From an optimization exercise on the open Yosys and OpenROAD flow, aimed at small area; shortcuts taken in it are not production practice.
At most, simulation tests tie the RTL to the original design; equivalence was not proved.
Power figures rest on the tool's default switching activity, not on a simulated workload.

the previous run:
==> flow/design.v <==
module task4_2(output [95:0] yout,
               output done,
               input data, start, clk);
  reg  [5:0]  cnt;      
  reg  [31:0] d;        
  reg  [15:0] g;        
  wire        run = ~cnt[5];    
  assign done = cnt[5] & cnt[0];
  always @(posedge clk or posedge start)
    if (start)      cnt <= 6'd0;
    else if (!done) cnt <= cnt + 6'd1;
  always @(posedge clk)
    if (run) d <= {data, d[31:1]};
  wire x = data ^ g[15];        
  always @(posedge clk)
    if (run) begin
      if (start) g <= 16'h0000;
      else       g <= {g[14] ^ x, ~g[13:2], g[1] ^ x, ~g[0], ~x};
    end
  wire [15:0] r = g ^ 16'h2AB5;
  wire [34:0] dz = {d, 3'b000};           
  wire [33:0] tz = dz[34:1] ^ dz[33:0];   
  wire [95:0] f;
  genvar j;
  generate
    for (j = 0; j < 32; j = j + 1) begin : g_fec
      assign f[95 - 2*j] = dz[j+3] ^ tz[j];
      assign f[94 - 2*j] = f[95 - 2*j] ^ dz[j+2];
    end
  endgenerate
  wire [18:0] q = {d[29], d[30], d[31], r};
  wire [17:0] tq = q[18:1] ^ q[17:0];
  generate
    for (j = 0; j < 16; j = j + 1) begin : g_crc
      assign f[2*j + 1] = q[j] ^ tq[j+2];
      assign f[2*j]     = f[2*j + 1] ^ q[j+1];
    end
  endgenerate
  genvar w, k, b;
  generate
    for (w = 0; w < 3; w = w + 1) begin : g_w
      for (k = 0; k < 4; k = k + 1) begin : g_k
        for (b = 0; b < 4; b = b + 1) begin : g_b
          assign yout[32*w + 8*(3-k) + 2*b +: 2] = f[32*w + 8*(3-b) + 2*k +: 2];
        end
      end
    end
  endgenerate
endmodule
Settings: LEC_CHECK=0, CAP_MARGIN=20, CORE_MARGIN=2, CORE_UTILIZATION=40, SLEW_MARGIN=20; clock period 7.0 ns.
standard.sh (not shown) runs the stock make flow with config.mk's settings and CLKGATE_MAP_FILE= SYNTH_SCRIPT=/design/flow/synth_recipe.tcl, a recipe that flattens the netlist after the stock synthesis.
==> flow/flow/run.sh <==
#!/bin/bash
set -uo pipefail
bash standard.sh "BUFFER_PORTS_ARGS=-buffer_cell sky130_fd_sc_hd__buf_1" finish > standard.log 2>&1
rc=$?
tail -n 30 standard.log
exit $rc
Looking at the reports, the previous run completed the entire flow and the layout it produced met the timing, DRC and antenna checks.
Changes in the current run relative to the previous run:
==> flow/design.v <==
module task4_2(output [95:0] yout,
               output done,
               input data, start, clk);
  reg  [5:0]  cnt;      
  reg  [31:0] d;        
  reg  [15:0] r;        
  wire        run = ~cnt[5];    
  wire        fb  = data ^ r[15];
  assign done = cnt[5] & cnt[0];
  always @(posedge clk or posedge start)
    if (start)      cnt <= 6'd0;
    else if (!done) cnt <= cnt + 6'd1;
  always @(posedge clk)
    if (run) d <= {data, d[31:1]};
  always @(posedge clk or posedge start)
    if (start)    r <= 16'hFFFF;
    else if (run) r <= {r[14] ^ fb, r[13:2], r[1] ^ fb, r[0], fb};
  wire [34:0] dz = {d, 3'b000};           
  wire [95:0] f;
  genvar j;
  generate
    for (j = 0; j < 32; j = j + 1) begin : g_fec
      assign f[94 - 2*j] = dz[j+3] ^ dz[j+2] ^ dz[j+1] ^ dz[j];
      assign f[95 - 2*j] = dz[j+3] ^ dz[j+1] ^ dz[j];
    end
  endgenerate
  wire [18:0] q = {d[29], d[30], d[31], r};
  generate
    for (j = 0; j < 16; j = j + 1) begin : g_crc
      assign f[2*j]     = q[j] ^ q[j+1] ^ q[j+2] ^ q[j+3];
      assign f[2*j + 1] = q[j] ^ q[j+2] ^ q[j+3];
    end
  endgenerate
  genvar w, k, b;
  generate
    for (w = 0; w < 3; w = w + 1) begin : g_w
      for (k = 0; k < 4; k = k + 1) begin : g_k
        for (b = 0; b < 4; b = b + 1) begin : g_b
          assign yout[32*w + 8*(3-k) + 2*b +: 2] = f[32*w + 8*(3-b) + 2*k +: 2];
        end
      end
    end
  endgenerate
endmodule
Notes after the runs:
Wire: the current run routes less than the previous run
The adder and majority cell fraction of the synthesized area on the current run is in line with that on the previous run.
Taking the previous run as the reference, in the current run final period utilization went up by 1.3 points; met1 usage went down 0.77 points; clock-cell share of area rose 1.3 points.
Compared the current run against the previous run; count of endpoints failing setup in the final report within noise.
Sequential fraction of the synthesis area sits lower in the current run than in the previous run.
Taking the current run over the previous run, the overall power after layout ratio works out to 3.1.
Diff the previous run -> the current run | leakage power summed over all cells | up by a little under 10%
Compare the previous run and the current run | largest fanout on the critical path higher: the current run
Number of CTS-inserted buffers came out exactly the same in the previous run and the current run.
The top contributor to total power comes out combinational cells in one run and registers in the other, namely in the current run and the previous run respectively.
Only the layout flow was run in the previous run; the RTL was not checked for function there.

[separate check: timing with driven ports]
Ports are ideal in the flow. The routed layouts listed here were re-timed in OpenROAD. Step 1 assumes that a clkbuf_16 drives the clock port and a buf_2 every other input. Step 2 times the ports against the registers' clock, not the clock port: input delays grow and output delays shrink by t, the midpoint of the rising clock arrivals with the driver on. Three values: ideal, step 1, step 2; two values: the first two.
run | t (ns) | setup slack, ns | pins driven straight from the clock port
the previous run | 0.324 | 3.911 / 3.884 / 4.208 | 1
the current run | 0.324 | 3.823 / 3.793 / 4.117 | 1
After both steps setup and hold are still met in every run listed.
